This is an optimization exercise on Yosys and OpenROAD, whose aim is a short achievable clock period and few clock cycles, not a production implementation. Where RTL was checked, it was by simulation tests only, not by an equivalence proof against the original. Power figures rest on the tool's default switching activity, not on a simulated workload.

==> trial 43 <==
// fp_add
module fp_add (
  input  logic        clk,
  input  logic        rst,
  input  logic        in_vld,
  input  logic [31:0] a,
  input  logic [31:0] b,
  output logic        sum_vld,
  output logic [31:0] sum
);
==> flow/config.mk <==
export PLATFORM = sky130hd
export DESIGN_NAME = fp_add
export DESIGN_NICKNAME = fp_add
export VERILOG_FILES = /design/flow/design.v
export SDC_FILE = /design/flow/constraint.sdc
export NUM_CORES = 4
export LEC_CHECK = 0
export CAP_MARGIN = 20
export CORE_MARGIN = 2
export CORE_UTILIZATION = 40
export PLACE_DENSITY = 0.6
export SETUP_SLACK_MARGIN = 5
export SLEW_MARGIN = 20
==> flow/constraint.sdc <==
create_clock -name core_clock -period 10.0 [get_ports {clk}]
set_input_delay 2.0000 -clock core_clock [delete_from_list [all_inputs] [get_ports {clk}]]
set_output_delay 2.0000 -clock core_clock [all_outputs]
set_load 0.01 [all_outputs]
run.sh (not shown) runs the stock make flow with config.mk's settings and CLKGATE_MAP_FILE= SYNTH_SCRIPT=/design/flow/synth_recipe.tcl, a recipe that flattens the netlist after the stock synthesis.
==> build 93 (differences from trial 43) <==
==> flow/design.v (replaced) <==
module fp_add (
  input  logic        clk,
  input  logic        rst,
  input  logic        in_vld,
  input  logic [31:0] a,
  input  logic [31:0] b,
  output logic        sum_vld,
  output logic [31:0] sum
);
  localparam int K = 2;
  logic        close, eff_sub, f_s, c_zero, c_s;
  logic [23:0] ap, ag, a0, sp, sg, s0, c_u;
  logic [7:0]  f_e, f_ep, f_em, c_e;
  logic [4:0]  c_lz;
  fp_add_s1 #(.K(K)) s1 (
    .a(a), .b(b), .close(close), .eff_sub(eff_sub),
    .ap(ap), .ag(ag), .a0(a0), .sp(sp), .sg(sg), .s0(s0),
    .f_s(f_s), .f_e(f_e), .f_ep(f_ep), .f_em(f_em),
    .c_zero(c_zero), .c_s(c_s), .c_u(c_u), .c_lz(c_lz), .c_e(c_e)
  );
  logic        vld_q, close_q, eff_sub_q, f_s_q, c_s_q, c_zero_q;
  logic [23:0] ap_q, ag_q, a0_q, sp_q, sg_q, s0_q, c_u_q;
  logic [7:0]  f_e_q, f_ep_q, f_em_q, c_e_q;
  logic [4:0]  c_lz_q;
  always_ff @(posedge clk) begin
    vld_q     <= in_vld & ~rst;
    close_q   <= close;
    eff_sub_q <= eff_sub;
    ap_q      <= ap;
    ag_q      <= ag;
    a0_q      <= a0;
    sp_q      <= sp;
    sg_q      <= sg;
    s0_q      <= s0;
    f_s_q     <= f_s;
    f_e_q     <= f_e;
    f_ep_q    <= f_ep;
    f_em_q    <= f_em;
    c_zero_q  <= c_zero;
    c_s_q     <= c_s;
    c_u_q     <= c_u;
    c_lz_q    <= c_lz;
    c_e_q     <= c_e;
  end
  assign sum_vld = vld_q;
  fp_add_s2 #(.K(K)) s2 (
    .close(close_q), .eff_sub(eff_sub_q),
    .ap(ap_q), .ag(ag_q), .a0(a0_q), .sp(sp_q), .sg(sg_q), .s0(s0_q),
    .f_s(f_s_q), .f_e(f_e_q), .f_ep(f_ep_q), .f_em(f_em_q),
    .c_zero(c_zero_q), .c_s(c_s_q), .c_u(c_u_q), .c_lz(c_lz_q), .c_e(c_e_q),
    .sum(sum)
  );
endmodule
module fp_add_s1 #(parameter int K = 2) (
  input  logic [31:0] a,
  input  logic [31:0] b,
  output logic        close,
  output logic        eff_sub,
  output logic [23:0] ap, ag, a0, sp, sg, s0,
  output logic        f_s,
  output logic [7:0]  f_e, f_ep, f_em,
  output logic        c_zero,
  output logic        c_s,
  output logic [23:0] c_u,
  output logic [4:0]  c_lz,
  output logic [7:0]  c_e
);
  function automatic logic [4:0] lzc24(input logic [23:0] x);
    logic [31:0] p;
    logic [15:0] c1, v1;
    logic [15:0] c2;
    logic [7:0]  v2;
    logic [11:0] c3;
    logic [3:0]  v3;
    logic [7:0]  c4;
    logic [1:0]  v4;
    p = {x, 8'h80};
    for (int i = 0; i < 16; i++) begin
      v1[i] = p[2*i+1] | p[2*i];
      c1[i] = ~p[2*i+1];
    end
    for (int i = 0; i < 8; i++) begin
      v2[i] = v1[2*i+1] | v1[2*i];
      c2[2*i +: 2] = v1[2*i+1] ? {1'b0, c1[2*i+1]} : {1'b1, c1[2*i]};
    end
    for (int i = 0; i < 4; i++) begin
      v3[i] = v2[2*i+1] | v2[2*i];
      c3[3*i +: 3] = v2[2*i+1] ? {1'b0, c2[2*(2*i+1) +: 2]} : {1'b1, c2[2*(2*i) +: 2]};
    end
    for (int i = 0; i < 2; i++) begin
      v4[i] = v3[2*i+1] | v3[2*i];
      c4[4*i +: 4] = v3[2*i+1] ? {1'b0, c3[3*(2*i+1) +: 3]} : {1'b1, c3[3*(2*i) +: 3]};
    end
    lzc24 = v4[1] ? {1'b0, c4[7:4]} : {1'b1, c4[3:0]};
  endfunction
  function automatic logic [23:0] lza(input logic [23:0] x, input logic [23:0] y);
    lza = (x ^ y) & ~({~x[22:0], 1'b0} & {y[22:0], 1'b0});
  endfunction
  function automatic logic [47:0] ks(input logic [23:0] g, input logic [23:0] p,
                                     input int lo, input int hi);
    logic [23:0] gn, pn;
    for (int l = 0; l < 5; l++) begin
      if (l >= lo && l < hi) begin
        for (int i = 0; i < 24; i++) begin
          if (i >= (1 << l)) begin
            gn[i] = g[i] | (p[i] & g[i - (1 << l)]);
            pn[i] = p[i] & p[i - (1 << l)];
          end else begin
            gn[i] = g[i];
            pn[i] = p[i];
          end
        end
        g = gn;
        p = pn;
      end
    end
    ks = {g, p};
  endfunction
  logic        sa, sb;
  logic [7:0]  ea, eb;
  logic [23:0] ma, mb, ma1, mb1;
  logic [8:0]  dab, dba;
  logic        a_ge;
  assign sa  = a[31];
  assign sb  = b[31];
  assign ea  = a[30:23];
  assign eb  = b[30:23];
  assign ma  = {1'b1, a[22:0]};
  assign mb  = {1'b1, b[22:0]};
  assign ma1 = {1'b0, ma[23:1]};
  assign mb1 = {1'b0, mb[23:1]};
  assign eff_sub = sa ^ sb;
  assign dab = {1'b0, ea} - {1'b0, eb};
  assign dba = {1'b0, eb} - {1'b0, ea};
  assign a_ge = ~dab[8];
  logic [7:0] nea, neb;
  logic       e_eq, a_p1, b_p1;
  assign nea  = ~ea;
  assign neb  = ~eb;
  assign e_eq = (ea == eb);
  assign a_p1 = ((ea[7:1] ^ neb[7:1]) == (ea[6:0] | neb[6:0])) & ~(ea[0] ^ neb[0]) & (eb != 8'hff);
  assign b_p1 = ((eb[7:1] ^ nea[7:1]) == (eb[6:0] | nea[6:0])) & ~(eb[0] ^ nea[0]) & (ea != 8'hff);
  assign close = eff_sub & (e_eq | a_p1 | b_p1);
  logic [23:0] b_sh, a_sh, f_b, f_m;
  assign b_sh = (dab[7:5] != 3'd0 || dab[4:3] == 2'b11) ? 24'd0 : (mb >> dab[4:0]);
  assign a_sh = (dba[7:5] != 3'd0 || dba[4:3] == 2'b11) ? 24'd0 : (ma >> dba[4:0]);
  assign f_b  = a_ge ? ma : mb;
  assign f_m  = a_ge ? b_sh : a_sh;
  logic [23:0] pa, ga, ps, gs;
  assign pa = f_b ^ f_m;
  assign ga = f_b & f_m;
  assign ps = ~(f_b ^ f_m);
  assign gs = {f_b[23:1] & ~f_m[23:1], f_b[0] | ~f_m[0]};
  assign {ag, ap} = ks(ga, pa, 0, K);
  assign {sg, sp} = ks(gs, {ps[23:1], 1'b0}, 0, K);
  assign a0 = pa;
  assign s0 = ps;
  assign f_s  = a_ge ? sa : sb;
  assign f_e  = a_ge ? ea : eb;
  assign f_ep = a_ge ? ea + 8'd1 : eb + 8'd1;
  assign f_em = a_ge ? ea - 8'd1 : eb - 8'd1;
  logic        m_eq;
  logic [24:0] d_ab;
  logic [23:0] d_ba, d1a, d1b;
  logic [4:0]  lz_ab, lz_ba, lz_1a, lz_1b;
  assign m_eq  = (a[22:0] == b[22:0]);
  assign d_ab  = {1'b0, ma} - {1'b0, mb};
  assign d_ba  = mb - ma;
  assign d1a   = ma - mb1;
  assign d1b   = mb - ma1;
  assign lz_ab = lzc24(lza(ma, mb));
  assign lz_ba = lzc24(lza(mb, ma));
  assign lz_1a = lzc24(lza(ma, mb1));
  assign lz_1b = lzc24(lza(mb, ma1));
  assign c_zero = e_eq & m_eq;
  always_comb begin
    if (a_p1) begin
      c_u = d1a;        c_lz = lz_1a; c_e = ea; c_s = sa;
    end else if (b_p1) begin
      c_u = d1b;        c_lz = lz_1b; c_e = eb; c_s = sb;
    end else if (!d_ab[24]) begin
      c_u = d_ab[23:0]; c_lz = lz_ab; c_e = ea; c_s = sa;
    end else begin
      c_u = d_ba;       c_lz = lz_ba; c_e = ea; c_s = sb;
    end
  end
endmodule
module fp_add_s2 #(parameter int K = 2) (
  input  logic        close,
  input  logic        eff_sub,
  input  logic [23:0] ap, ag, a0, sp, sg, s0,
  input  logic        f_s,
  input  logic [7:0]  f_e, f_ep, f_em,
  input  logic        c_zero,
  input  logic        c_s,
  input  logic [23:0] c_u,
  input  logic [4:0]  c_lz,
  input  logic [7:0]  c_e,
  output logic [31:0] sum
);
  function automatic logic [47:0] ks(input logic [23:0] g, input logic [23:0] p,
                                     input int lo, input int hi);
    logic [23:0] gn, pn;
    for (int l = 0; l < 5; l++) begin
      if (l >= lo && l < hi) begin
        for (int i = 0; i < 24; i++) begin
          if (i >= (1 << l)) begin
            gn[i] = g[i] | (p[i] & g[i - (1 << l)]);
            pn[i] = p[i] & p[i - (1 << l)];
          end else begin
            gn[i] = g[i];
            pn[i] = p[i];
          end
        end
        g = gn;
        p = pn;
      end
    end
    ks = {g, p};
  endfunction
  logic [47:0] af, sf;
  logic [24:0] f_add;
  logic [23:0] f_sub;
  assign af    = ks(ag, ap, K, 5);
  assign sf    = ks(sg, sp, K, 5);
  assign f_add = {af[47], a0 ^ {af[46:24], 1'b0}};
  assign f_sub = s0 ^ {sf[46:24], 1'b1};
  logic [22:0] f_mant;
  logic [7:0]  f_exp;
  always_comb begin
    if (!eff_sub) begin
      if (f_add[24]) begin f_mant = f_add[23:1]; f_exp = f_ep; end
      else           begin f_mant = f_add[22:0]; f_exp = f_e;  end
    end else begin
      if (f_sub[23]) begin f_mant = f_sub[22:0];         f_exp = f_e;  end
      else           begin f_mant = {f_sub[21:0], 1'b0}; f_exp = f_em; end
    end
  end
  logic [23:0] c_n;
  logic [7:0]  c_e0, c_e1;
  logic [31:0] c_res, f_res;
  assign c_n   = c_u << c_lz;
  assign c_e0  = c_e - {3'd0, c_lz};
  assign c_e1  = c_e - {3'd0, c_lz} - 8'd1;
  assign c_res = c_zero ? 32'd0 :
                 c_n[23] ? {c_s, c_e0, c_n[22:0]} : {c_s, c_e1, c_n[21:0], 1'b0};
  assign f_res = {f_s, f_exp, f_mant};
  assign sum = close ? c_res : f_res;
endmodule
==> qor.csv <==
metric,value,unit
status,timing/DRC/antenna clean,
Final WS setup,4.431,ns
ClkCell Share,3.000,%
Clock Buffer Count,35,
wire per inst,26.86,µm
met2 usage,54.97,%
Pre-antenna DRT Iters,8,
most frequent cell after synthesis,a21oi_1,
M1 GR Usage,47.95,%
Final nets,3113,
post-synthesis area per instance,7.552,µm²
met1 wire length,40110,µm
CP peak stage delay,0.47,ns
dpl ws,2.453,ns
-- figures above: trial 43

==> qor.csv <==
metric,value,unit
post-synthesis area per instance,7.741,µm²
Final WS setup,4.537,ns
met2 usage,52.58,%
dpl ws,2.800,ns
Clock Buffer Count,19,
met3 Track Usage GR,3.286,%
CTS tree,built,
most frequent cell after synthesis,nand2_1,
Final nets,2984,
wire per inst,24.97,µm
ClkCell Share,2.417,%
status,timing/DRC/antenna clean,
met1 wire length,33640,µm
clk buf depth,2,
M1 GR Usage,40.64,%
CP peak stage delay,0.55,ns
-- figures above: build 93

Testbench counts of build 93, summed over its fixed seeds: cycles 80,000.
Function not checked in trial 43: the RTL went through the layout flow alone.

---

==> run X <==
fp_add, a different RTL version from the one above (not shown whole).
==> module fp_add, before the edit <==
module fp_add (
  input  logic        clk,
  input  logic        rst,
  input  logic        in_vld,
  input  logic [31:0] a,
  input  logic [31:0] b,
  output logic        sum_vld,
  output logic [31:0] sum
);
  localparam int K = 3;
  logic        sa, sb, eff_sub;
  logic [23:0] ma, mb;
  assign sa = a[31];
  assign sb = b[31];
  assign ma = {1'b1, a[22:0]};
  assign mb = {1'b1, b[22:0]};
  assign eff_sub = sa ^ sb;
  logic [8:0] dab, dba;
  logic       a_ge, e_eq, a_p1, b_p1;
  fp_add_exp ex (.ea(a[30:23]), .eb(b[30:23]), .dab(dab), .dba(dba), .a_ge(a_ge),
                 .e_eq(e_eq), .a_p1(a_p1), .b_p1(b_p1));
  logic [23:0] ap, ag, a0, sp, sg, s0;
  fp_add_far1 #(.K(K)) f1 (.ma(ma), .mb(mb), .dab(dab), .dba(dba), .a_ge(a_ge),
                           .ap(ap), .ag(ag), .a0(a0), .sp(sp), .sg(sg), .s0(s0));
  logic        c_zero, c_s;
  logic [23:0] c_u;
  logic [4:0]  c_lz;
  logic [7:0]  c_e;
  fp_add_close1 c1 (.sa(sa), .sb(sb), .ea(a[30:23]), .eb(b[30:23]), .ma(ma), .mb(mb),
                    .e_eq(e_eq), .a_p1(a_p1), .b_p1(b_p1),
                    .c_zero(c_zero), .c_s(c_s), .c_u(c_u), .c_lz(c_lz), .c_e(c_e));
  logic close;
  assign close = eff_sub & (e_eq | a_p1 | b_p1);
  logic        vld_q, c_sel_q, fa_sel_q, fs_sel_q, f_s_q, c_s_q;
  logic [23:0] ap_q, ag_q, a0_q, sp_q, sg_q, s0_q, c_u_q;
  logic [7:0]  f_e_q, f_ep_q, f_em_q, c_e_q;
  logic [4:0]  c_lz_q;
  always_ff @(posedge clk) begin
    vld_q    <= in_vld & ~rst;
    c_sel_q  <= close & ~c_zero;
    fa_sel_q <= ~close & ~eff_sub;
    fs_sel_q <= ~close & eff_sub;
    ap_q     <= ap;
    ag_q     <= ag;
    a0_q     <= a0;
    sp_q     <= sp;
    sg_q     <= sg;
    s0_q     <= s0;
    f_s_q    <= a_ge ? sa : sb;
    f_e_q    <= a_ge ? a[30:23] : b[30:23];
    f_ep_q   <= a_ge ? a[30:23] + 8'd1 : b[30:23] + 8'd1;
    f_em_q   <= a_ge ? a[30:23] - 8'd1 : b[30:23] - 8'd1;
    c_s_q    <= c_s;
    c_u_q    <= c_u;
    c_lz_q   <= c_lz;
    c_e_q    <= c_e;
  end
  assign sum_vld = vld_q;
  logic [30:0] fa_r, fs_r, c_r;
  fp_add_far2 #(.K(K)) f2 (.ap(ap_q), .ag(ag_q), .a0(a0_q), .sp(sp_q), .sg(sg_q), .s0(s0_q),
                           .f_e(f_e_q), .f_ep(f_ep_q), .f_em(f_em_q), .fa_r(fa_r), .fs_r(fs_r));
  fp_add_close2 c2 (.c_u(c_u_q), .c_lz(c_lz_q), .c_e(c_e_q), .c_r(c_r));
  assign sum = ({32{c_sel_q}}  & {c_s_q, c_r}) |
               ({32{fa_sel_q}} & {f_s_q, fa_r}) |
               ({32{fs_sel_q}} & {f_s_q, fs_r});
endmodule
==> module fp_add_far1, before the edit <==
module fp_add_far1 #(parameter int K = 2) (
  input  logic [23:0] ma,
  input  logic [23:0] mb,
  input  logic [8:0]  dab,
  input  logic [8:0]  dba,
  input  logic        a_ge,
  output logic [23:0] ap, ag, a0, sp, sg, s0
);
  function automatic logic [47:0] ks(input logic [23:0] g, input logic [23:0] p,
                                     input int lo, input int hi);
    logic [23:0] gn, pn;
    for (int l = 0; l < 5; l++) begin
      if (l >= lo && l < hi) begin
        for (int i = 0; i < 24; i++) begin
          if (i >= (1 << l)) begin
            gn[i] = g[i] | (p[i] & g[i - (1 << l)]);
            pn[i] = p[i] & p[i - (1 << l)];
          end else begin
            gn[i] = g[i];
            pn[i] = p[i];
          end
        end
        g = gn;
        p = pn;
      end
    end
    ks = {g, p};
  endfunction
  logic [23:0] b_sh, a_sh, f_b, f_m;
  assign b_sh = (dab[7:5] != 3'd0 || dab[4:3] == 2'b11) ? 24'd0 : (mb >> dab[4:0]);
  assign a_sh = (dba[7:5] != 3'd0 || dba[4:3] == 2'b11) ? 24'd0 : (ma >> dba[4:0]);
  assign f_b  = a_ge ? ma : mb;
  assign f_m  = a_ge ? b_sh : a_sh;
  logic [23:0] pa, ga, ps, gs;
  assign pa = f_b ^ f_m;
  assign ga = f_b & f_m;
  assign ps = ~(f_b ^ f_m);
  assign gs = {f_b[23:1] & ~f_m[23:1], f_b[0] | ~f_m[0]};
  assign {ag, ap} = ks(ga, pa, 0, K);
  assign {sg, sp} = ks(gs, {ps[23:1], 1'b0}, 0, K);
  assign a0 = pa;
  assign s0 = ps;
endmodule
clock: 10.0 ns
lec_check: 0
cap_margin: 20
core_margin: 2
core_utilization: 40
place_density: 0.6
setup_slack_margin: 5
slew_margin: 20
synth_hierarchical: 1
==> run B: changes against run X <==
--- a/flow/design.v
+++ b/flow/design.v
@@ -18,28 +18,31 @@
   logic [8:0] dab, dba;
   logic       a_ge, e_eq, a_p1, b_p1;
   fp_add_exp ex (.ea(a[30:23]), .eb(b[30:23]), .dab(dab), .dba(dba), .a_ge(a_ge),
                  .e_eq(e_eq), .a_p1(a_p1), .b_p1(b_p1));
   logic [23:0] ap, ag, a0, sp, sg, s0;
-  fp_add_far1 #(.K(K)) f1 (.ma(ma), .mb(mb), .dab(dab), .dba(dba), .a_ge(a_ge),
+  fp_add_far1 #(.K(K)) f1 (.ea(a[30:23]), .eb(b[30:23]), .ma(ma), .mb(mb), .dab(dab), .dba(dba), .a_ge(a_ge),
                            .ap(ap), .ag(ag), .a0(a0), .sp(sp), .sg(sg), .s0(s0));
-  logic        c_zero, c_s;
-  logic [23:0] c_u;
-  logic [4:0]  c_lz;
-  logic [7:0]  c_e;
+  logic        c_zero, c_neg, cx_s;
+  logic [23:0] cx_u, cy_u;
+  logic [4:0]  cx_fs, cy_fs;
+  logic [7:0]  cx_x, cy_x;
   fp_add_close1 c1 (.sa(sa), .sb(sb), .ea(a[30:23]), .eb(b[30:23]), .ma(ma), .mb(mb),
                     .e_eq(e_eq), .a_p1(a_p1), .b_p1(b_p1),
-                    .c_zero(c_zero), .c_s(c_s), .c_u(c_u), .c_lz(c_lz), .c_e(c_e));
+                    .c_zero(c_zero), .c_neg(c_neg), .cx_s(cx_s), .cx_u(cx_u), .cx_sel(cx_fs),
+                    .cx_x(cx_x), .cy_u(cy_u), .cy_sel(cy_fs), .cy_x(cy_x));
   logic close;
   assign close = eff_sub & (e_eq | a_p1 | b_p1);
-  logic        vld_q, c_sel_q, fa_sel_q, fs_sel_q, f_s_q, c_s_q;
-  logic [23:0] ap_q, ag_q, a0_q, sp_q, sg_q, s0_q, c_u_q;
-  logic [7:0]  f_e_q, f_ep_q, f_em_q, c_e_q;
-  logic [4:0]  c_lz_q;
+  logic        vld_q, cx_sel_q, cy_sel_q, fa_sel_q, fs_sel_q, f_s_q, cx_s_q, sb_q;
+  logic [23:0] ap_q, ag_q, a0_q, sp_q, sg_q, s0_q, cx_u_q, cy_u_q;
+  logic [7:0]  f_e_q, f_ep_q, f_em_q;
+  logic [4:0]  cx_fs_q, cy_fs_q;
+  logic [7:0]  cx_x_q, cy_x_q;
   always_ff @(posedge clk) begin
     vld_q    <= in_vld & ~rst;
-    c_sel_q  <= close & ~c_zero;
+    cx_sel_q <= close & ~c_zero & ~c_neg;
+    cy_sel_q <= close & c_neg;
     fa_sel_q <= ~close & ~eff_sub;
     fs_sel_q <= ~close & eff_sub;
     ap_q     <= ap;
     ag_q     <= ag;
     a0_q     <= a0;
@@ -48,21 +51,27 @@
     s0_q     <= s0;
     f_s_q    <= a_ge ? sa : sb;
     f_e_q    <= a_ge ? a[30:23] : b[30:23];
     f_ep_q   <= a_ge ? a[30:23] + 8'd1 : b[30:23] + 8'd1;
     f_em_q   <= a_ge ? a[30:23] - 8'd1 : b[30:23] - 8'd1;
-    c_s_q    <= c_s;
-    c_u_q    <= c_u;
-    c_lz_q   <= c_lz;
-    c_e_q    <= c_e;
+    cx_s_q   <= cx_s;
+    sb_q     <= sb;
+    cx_u_q   <= cx_u;
+    cy_u_q   <= cy_u;
+    cx_fs_q  <= cx_fs;
+    cy_fs_q  <= cy_fs;
+    cx_x_q   <= cx_x;
+    cy_x_q   <= cy_x;
   end
   assign sum_vld = vld_q;
-  logic [30:0] fa_r, fs_r, c_r;
+  logic [30:0] fa_r, fs_r, cx_r, cy_r;
   fp_add_far2 #(.K(K)) f2 (.ap(ap_q), .ag(ag_q), .a0(a0_q), .sp(sp_q), .sg(sg_q), .s0(s0_q),
                            .f_e(f_e_q), .f_ep(f_ep_q), .f_em(f_em_q), .fa_r(fa_r), .fs_r(fs_r));
-  fp_add_close2 c2 (.c_u(c_u_q), .c_lz(c_lz_q), .c_e(c_e_q), .c_r(c_r));
-  assign sum = ({32{c_sel_q}}  & {c_s_q, c_r}) |
+  fp_add_close2 c2x (.c_u(cx_u_q), .c_sel(cx_fs_q), .c_x(cx_x_q), .c_r(cx_r));
+  fp_add_close2 c2y (.c_u(cy_u_q), .c_sel(cy_fs_q), .c_x(cy_x_q), .c_r(cy_r));
+  assign sum = ({32{cx_sel_q}} & {cx_s_q, cx_r}) |
+               ({32{cy_sel_q}} & {sb_q, cy_r}) |
                ({32{fa_sel_q}} & {f_s_q, fa_r}) |
                ({32{fs_sel_q}} & {f_s_q, fs_r});
 endmodule
 module fp_add_exp (
   input  logic [7:0] ea,
@@ -83,10 +92,12 @@
   assign e_eq = (ea == eb);
   assign a_p1 = ((ea[7:1] ^ neb[7:1]) == (ea[6:0] | neb[6:0])) & ~(ea[0] ^ neb[0]) & (eb != 8'hff);
   assign b_p1 = ((eb[7:1] ^ nea[7:1]) == (eb[6:0] | nea[6:0])) & ~(eb[0] ^ nea[0]) & (ea != 8'hff);
 endmodule
 module fp_add_far1 #(parameter int K = 2) (
+  input  logic [7:0]  ea,
+  input  logic [7:0]  eb,
   input  logic [23:0] ma,
   input  logic [23:0] mb,
   input  logic [8:0]  dab,
   input  logic [8:0]  dba,
   input  logic        a_ge,
@@ -110,13 +121,34 @@
         p = pn;
       end
     end
     ks = {g, p};
   endfunction
-  logic [23:0] b_sh, a_sh, f_b, f_m;
-  assign b_sh = (dab[7:5] != 3'd0 || dab[4:3] == 2'b11) ? 24'd0 : (mb >> dab[4:0]);
-  assign a_sh = (dba[7:5] != 3'd0 || dba[4:3] == 2'b11) ? 24'd0 : (ma >> dba[4:0]);
+  function automatic logic sum_is(input logic [7:0] x, input logic [7:0] y, input logic [7:0] k);
+    logic ok;
+    ok = ((x[0] ^ y[0]) == k[0]);
+    for (int i = 0; i < 7; i++)
+      ok = ok & ((x[i+1] ^ y[i+1] ^ k[i+1]) == (k[i] ? (x[i] & y[i]) : (x[i] | y[i])));
+    sum_is = ok;
+  endfunction
+  logic [23:0] da, db, b_sh, a_sh, f_b, f_m;
+  always_comb begin
+    for (int k = 0; k < 24; k++) begin
+      da[k] = sum_is(ea, ~eb, 8'(k - 1));
+      db[k] = sum_is(eb, ~ea, 8'(k - 1));
+    end
+    for (int j = 0; j < 24; j++) begin
+      b_sh[j] = 1'b0;
+      a_sh[j] = 1'b0;
+      for (int k = 0; k < 24; k++) begin
+        if (j + k < 24) begin
+          b_sh[j] = b_sh[j] | (da[k] & mb[j+k]);
+          a_sh[j] = a_sh[j] | (db[k] & ma[j+k]);
+        end
+      end
+    end
+  end
   assign f_b  = a_ge ? ma : mb;
   assign f_m  = a_ge ? b_sh : a_sh;
   logic [23:0] pa, ga, ps, gs;
   assign pa = f_b ^ f_m;
   assign ga = f_b & f_m;
@@ -172,14 +204,18 @@
   input  logic [23:0] mb,
   input  logic        e_eq,
   input  logic        a_p1,
   input  logic        b_p1,
   output logic        c_zero,
-  output logic        c_s,
-  output logic [23:0] c_u,
-  output logic [4:0]  c_lz,
-  output logic [7:0]  c_e
+  output logic        c_neg,
+  output logic        cx_s,
+  output logic [23:0] cx_u,
+  output logic [4:0]  cx_sel,
+  output logic [7:0]  cx_x,
+  output logic [23:0] cy_u,
+  output logic [4:0]  cy_sel,
+  output logic [7:0]  cy_x
 );
   function automatic logic [4:0] lzc24(input logic [23:0] x);
     logic [31:0] p;
     logic [15:0] c1, v1;
     logic [15:0] c2;
@@ -204,10 +240,32 @@
     for (int i = 0; i < 2; i++) begin
       v4[i] = v3[2*i+1] | v3[2*i];
       c4[4*i +: 4] = v3[2*i+1] ? {1'b0, c3[3*(2*i+1) +: 3]} : {1'b1, c3[3*(2*i) +: 3]};
     end
     lzc24 = v4[1] ? {1'b0, c4[7:4]} : {1'b1, c4[3:0]};
+  endfunction
+  function automatic logic [4:0] fine_sel(input logic [1:0] lo, input logic err);
+    logic [3:0] oh;
+    for (int t = 0; t < 4; t++) oh[t] = (lo == 2'(t));
+    fine_sel = err ? {oh, 1'b0} : {1'b0, oh};
+  endfunction
+  function automatic logic [7:0] exp_less(input logic [7:0] e, input logic [4:0] lz,
+                                          input logic err);
+    logic [5:0] l0, l1;
+    logic [7:0] e0, e1;
+    l0 = {1'b0, e[4:0]} - {1'b0, lz};
+    l1 = {1'b0, e[4:0]} + {1'b0, ~lz};
+    e0 = {l0[5] ? e[7:5] - 3'd1 : e[7:5], l0[4:0]};
+    e1 = {l1[5] ? e[7:5] : e[7:5] - 3'd1, l1[4:0]};
+    exp_less = err ? e1 : e0;
+  endfunction
+  function automatic logic lza_err(input logic [23:0] f, input logic [23:0] d);
+    logic [23:0] above, h;
+    above[23] = 1'b0;
+    for (int i = 22; i >= 0; i--) above[i] = above[i+1] | f[i+1];
+    h = f & ~above;
+    lza_err = ~|(h & d);
   endfunction
   function automatic logic [23:0] lza(input logic [23:0] x, input logic [23:0] y);
     lza = (x ^ y) & ~({~x[22:0], 1'b0} & {y[22:0], 1'b0});
   endfunction
   logic [23:0] ma1, mb1, d_ba, d1a, d1b;
@@ -222,34 +280,44 @@
   assign d1b   = mb - ma1;
   assign lz_ab = lzc24(lza(ma, mb));
   assign lz_ba = lzc24(lza(mb, ma));
   assign lz_1a = lzc24(lza(ma, mb1));
   assign lz_1b = lzc24(lza(mb, ma1));
+  logic er_ab, er_1a, er_1b;
+  assign er_ab  = lza_err(lza(ma, mb), d_ab[23:0]);
+  assign er_1a  = lza_err(lza(ma, mb1), d1a);
+  assign er_1b  = lza_err(lza(mb, ma1), d1b);
+  logic       cy_err, cx_err;
+  logic [7:0] cx_e;
+  assign cy_err = lza_err(lza(mb, ma), d_ba);
   logic [23:0] u;
   logic [4:0]  lz;
   always_comb begin
     if (a_p1) begin
-      u = d1a;        lz = lz_1a; c_e = ea; c_s = sa;
+      u = d1a;        lz = lz_1a; cx_err = er_1a; cx_e = ea; cx_s = sa;
     end else if (b_p1) begin
-      u = d1b;        lz = lz_1b; c_e = eb; c_s = sb;
-    end else if (!d_ab[24]) begin
-      u = d_ab[23:0]; lz = lz_ab; c_e = ea; c_s = sa;
+      u = d1b;        lz = lz_1b; cx_err = er_1b; cx_e = eb; cx_s = sb;
     end else begin
-      u = d_ba;       lz = lz_ba; c_e = ea; c_s = sb;
+      u = d_ab[23:0]; lz = lz_ab; cx_err = er_ab; cx_e = ea; cx_s = sa;
     end
   end
-  assign c_u  = u << {lz[4:3], 3'd0};
-  assign c_lz = lz;
+  assign c_neg = e_eq & d_ab[24];
+  assign cx_u   = u << {lz[4:2], 2'd0};
+  assign cx_sel = fine_sel(lz[1:0], cx_err);
+  assign cx_x   = exp_less(cx_e, lz, cx_err);
+  assign cy_u   = d_ba << {lz_ba[4:2], 2'd0};
+  assign cy_sel = fine_sel(lz_ba[1:0], cy_err);
+  assign cy_x   = exp_less(ea, lz_ba, cy_err);
 endmodule
 module fp_add_close2 (
   input  logic [23:0] c_u,
-  input  logic [4:0]  c_lz,
-  input  logic [7:0]  c_e,
+  input  logic [4:0]  c_sel,
+  input  logic [7:0]  c_x,
   output logic [30:0] c_r
 );
   logic [23:0] n;
-  logic [7:0]  e0, e1;
-  assign n   = c_u << c_lz[2:0];
-  assign e0  = c_e - {3'd0, c_lz};
-  assign e1  = c_e - {3'd0, c_lz} - 8'd1;
-  assign c_r = n[23] ? {e0, n[22:0]} : {e1, n[21:0], 1'b0};
-endmodule
+  always_comb begin
+    n = 24'd0;
+    for (int t = 0; t < 5; t++) n = n | ({24{c_sel[t]}} & (c_u << t));
+  end
+  assign c_r = {c_x, n[22:0]};
+endmodule
==> flow/flow/run.sh (new file) <==
#!/bin/bash
# Standard layout, with the port buffers made from a plain buffer cell
# (sky130_fd_sc_hd__buf_4) instead of the delay cell buffer_ports picks by
# default. The make output is kept in flow.log.
set -euo pipefail
export BUFFER_PORTS_ARGS="-buffer_cell sky130_fd_sc_hd__buf_4"
bash standard.sh > flow.log 2>&1
==> flow/standard.sh (new file) <==
#!/bin/bash
# synth_recipe.tcl (not shown) runs the flow's synth.tcl, then flattens the netlist and writes it again
# the make line also repeats each setting of config.mk as NAME=value (left out here)
make -C /OpenROAD-flow-scripts/flow DESIGN_CONFIG=/design/flow/config.mk WORK_HOME=/design/flow/orfs CLKGATE_MAP_FILE= SYNTH_SCRIPT=/design/flow/synth_recipe.tcl "${@:-finish}"
removed: flow/run.sh
==> run F: changes against run X <==
--- a/flow/design.v
+++ b/flow/design.v
@@ -5,11 +5,11 @@
   input  logic [31:0] a,
   input  logic [31:0] b,
   output logic        sum_vld,
   output logic [31:0] sum
 );
-  localparam int K = 3;
+  localparam int K = 2;
   logic        sa, sb, eff_sub;
   logic [23:0] ma, mb;
   assign sa = a[31];
   assign sb = b[31];
   assign ma = {1'b1, a[22:0]};
@@ -18,11 +18,11 @@
   logic [8:0] dab, dba;
   logic       a_ge, e_eq, a_p1, b_p1;
   fp_add_exp ex (.ea(a[30:23]), .eb(b[30:23]), .dab(dab), .dba(dba), .a_ge(a_ge),
                  .e_eq(e_eq), .a_p1(a_p1), .b_p1(b_p1));
   logic [23:0] ap, ag, a0, sp, sg, s0;
-  fp_add_far1 #(.K(K)) f1 (.ma(ma), .mb(mb), .dab(dab), .dba(dba), .a_ge(a_ge),
+  fp_add_far1 #(.K(K)) f1 (.ea(a[30:23]), .eb(b[30:23]), .ma(ma), .mb(mb), .dab(dab), .dba(dba), .a_ge(a_ge),
                            .ap(ap), .ag(ag), .a0(a0), .sp(sp), .sg(sg), .s0(s0));
   logic        c_zero, c_s;
   logic [23:0] c_u;
   logic [4:0]  c_lz;
   logic [7:0]  c_e;
@@ -83,10 +83,12 @@
   assign e_eq = (ea == eb);
   assign a_p1 = ((ea[7:1] ^ neb[7:1]) == (ea[6:0] | neb[6:0])) & ~(ea[0] ^ neb[0]) & (eb != 8'hff);
   assign b_p1 = ((eb[7:1] ^ nea[7:1]) == (eb[6:0] | nea[6:0])) & ~(eb[0] ^ nea[0]) & (ea != 8'hff);
 endmodule
 module fp_add_far1 #(parameter int K = 2) (
+  input  logic [7:0]  ea,
+  input  logic [7:0]  eb,
   input  logic [23:0] ma,
   input  logic [23:0] mb,
   input  logic [8:0]  dab,
   input  logic [8:0]  dba,
   input  logic        a_ge,
@@ -110,13 +112,34 @@
         p = pn;
       end
     end
     ks = {g, p};
   endfunction
-  logic [23:0] b_sh, a_sh, f_b, f_m;
-  assign b_sh = (dab[7:5] != 3'd0 || dab[4:3] == 2'b11) ? 24'd0 : (mb >> dab[4:0]);
-  assign a_sh = (dba[7:5] != 3'd0 || dba[4:3] == 2'b11) ? 24'd0 : (ma >> dba[4:0]);
+  function automatic logic sum_is(input logic [7:0] x, input logic [7:0] y, input logic [7:0] k);
+    logic ok;
+    ok = ((x[0] ^ y[0]) == k[0]);
+    for (int i = 0; i < 7; i++)
+      ok = ok & ((x[i+1] ^ y[i+1] ^ k[i+1]) == (k[i] ? (x[i] & y[i]) : (x[i] | y[i])));
+    sum_is = ok;
+  endfunction
+  logic [23:0] da, db, b_sh, a_sh, f_b, f_m;
+  always_comb begin
+    for (int k = 0; k < 24; k++) begin
+      da[k] = sum_is(ea, ~eb, 8'(k - 1));
+      db[k] = sum_is(eb, ~ea, 8'(k - 1));
+    end
+    for (int j = 0; j < 24; j++) begin
+      b_sh[j] = 1'b0;
+      a_sh[j] = 1'b0;
+      for (int k = 0; k < 24; k++) begin
+        if (j + k < 24) begin
+          b_sh[j] = b_sh[j] | (da[k] & mb[j+k]);
+          a_sh[j] = a_sh[j] | (db[k] & ma[j+k]);
+        end
+      end
+    end
+  end
   assign f_b  = a_ge ? ma : mb;
   assign f_m  = a_ge ? b_sh : a_sh;
   logic [23:0] pa, ga, ps, gs;
   assign pa = f_b ^ f_m;
   assign ga = f_b & f_m;
==> flow/flow/run.sh (new file) <==
#!/bin/bash
# Standard layout with two changes:
# - the port buffers are a plain buffer cell (sky130_fd_sc_hd__buf_4)
#   instead of the delay cell buffer_ports picks by default;
# - synthesis maps with abc_speed.script here (delay-targeted mapping and
#   sizing) in place of ORFS's; every other ORFS script is used unchanged,
#   from a copy of ORFS's scripts folder.
# The make output is kept in flow.log.
set -euo pipefail
here=$(pwd)
rm -rf "$here/scripts"
cp -r "$FLOW_HOME/scripts" "$here/scripts"
cp "$here/flow/abc_speed.script" "$here/scripts/abc_speed.script"
export SCRIPTS_DIR="$here/scripts"
export BUFFER_PORTS_ARGS="-buffer_cell sky130_fd_sc_hd__buf_4"
bash standard.sh > flow.log 2>&1
==> flow/flow/abc_speed.script (new file) <==
strash
dch -f
map -p -D 1000
buffer -c
topo
stime -c
upsize -c -D 1000
dnsize -c -D 1000
==> flow/standard.sh (new file) <==
#!/bin/bash
# synth_recipe.tcl (not shown) runs the flow's synth.tcl, then flattens the netlist and writes it again
# the make line also repeats each setting of config.mk as NAME=value (left out here)
make -C /OpenROAD-flow-scripts/flow DESIGN_CONFIG=/design/flow/config.mk WORK_HOME=/design/flow/orfs CLKGATE_MAP_FILE= SYNTH_SCRIPT=/design/flow/synth_recipe.tcl "${@:-finish}"
removed: flow/run.sh
==> notes.md <==
result of the run finished clean; endpoint of the worst hold path c_e_q[4]; CP max stage cell sky130_fd_sc_hd__fa_2; Die X 239 µm; area growth from synthesis to layout 34.0%; multi-input combinational cell count 2187; Switch Pwr 0.00214 W; Power Total 0.00481 W; post-route clock period utilization 53.3%; number of standard cells in the final layout excluding fillers roughly 3.7k; Mapped Avg Cell Area 8.22 µm²; tapcells inserted approximately 700; hold-critical path depth 3
the above is filed under run X

==> notes.md <==
result of the run finished clean; Mapped Avg Cell Area 7.62 µm²; endpoint of the worst hold path vld_q; CP max stage cell sky130_fd_sc_hd__o21ai_0; number of standard cells in the final layout excluding fillers 4372; Power Total 0.00475 W; area growth from synthesis to layout 18.4%; tapcells inserted around 860; hold-critical path depth 2; post-route clock period utilization around half; portion of total power attributed to combinational logic 62.9%
the above is filed under run F

==> notes.md <==
result of the run finished clean; start point of the critical path a[24]; tapcells inserted 873; area growth from synthesis to layout 35.4%; Worst Setup Slack, final 4.86 ns; total negative setup slack 0 ns; count of buffering cells on the critical path with inverters included 3; hold-critical path depth 1; multi-input combinational cell count 2845; number of standard cells in the final layout excluding fillers 4681; endpoint of the worst hold path sb_q; CP max stage cell sky130_fd_sc_hd__o31ai_1; Mapped Avg Cell Area 7.73 µm²
the above is filed under run B

Testbench counts of run F, summed over its fixed seeds: cycles 80,000.
For run X and run B, only the layout was checked, not whether the RTL still works.

==> afterwards: timing with drivers on the ports <==
The results above use ideal ports. As a check the final layouts listed here were re-extracted and re-timed, cells and wires unchanged.
Step 1 (the two cells are an assumption about what drives the block):
set clk [get_ports {clk}]
set_driving_cell -lib_cell sky130_fd_sc_hd__clkbuf_16 $clk
set_driving_cell -lib_cell sky130_fd_sc_hd__buf_2 [delete_from_list [all_inputs] $clk]
Step 2 moves the port delays by t, midway between the first and last clock arrival at a register: inputs arrive t later, outputs are due t later. That takes back most of the time a late clock gives input paths.
Slacks: ideal / step 1 / step 2; pairs: ideal / step 1.
run	t, ns	setup WS [ns]	hold WS [ns]	worst setup path after step 2	worst data-port slew with drivers (ns)
trial 43	0.606	4.431 / 4.430 / 3.824	1.788 / 1.781 / 2.387	input to register	0.14
build 93	0.495	4.537 / 4.485 / 4.440	1.826 / 1.818 / 2.314	input to register	0.05
run X	0.506	4.673 / 4.645 / 4.140	1.772 / 1.780 / 2.286	input to register	0.08
run B	0.574	4.859 / 4.801 / 4.228	1.633 / 1.605 / 2.179	input to register	0.22
run F	0.493	4.828 / 4.839 / 4.346	1.698 / 1.675 / 2.168	input to register	0.05
After both steps setup and hold are still met in every run listed. For run B, which loses most, drivers alone change the setup slack by -0.058 ns; drivers and shift together by -0.631 ns.
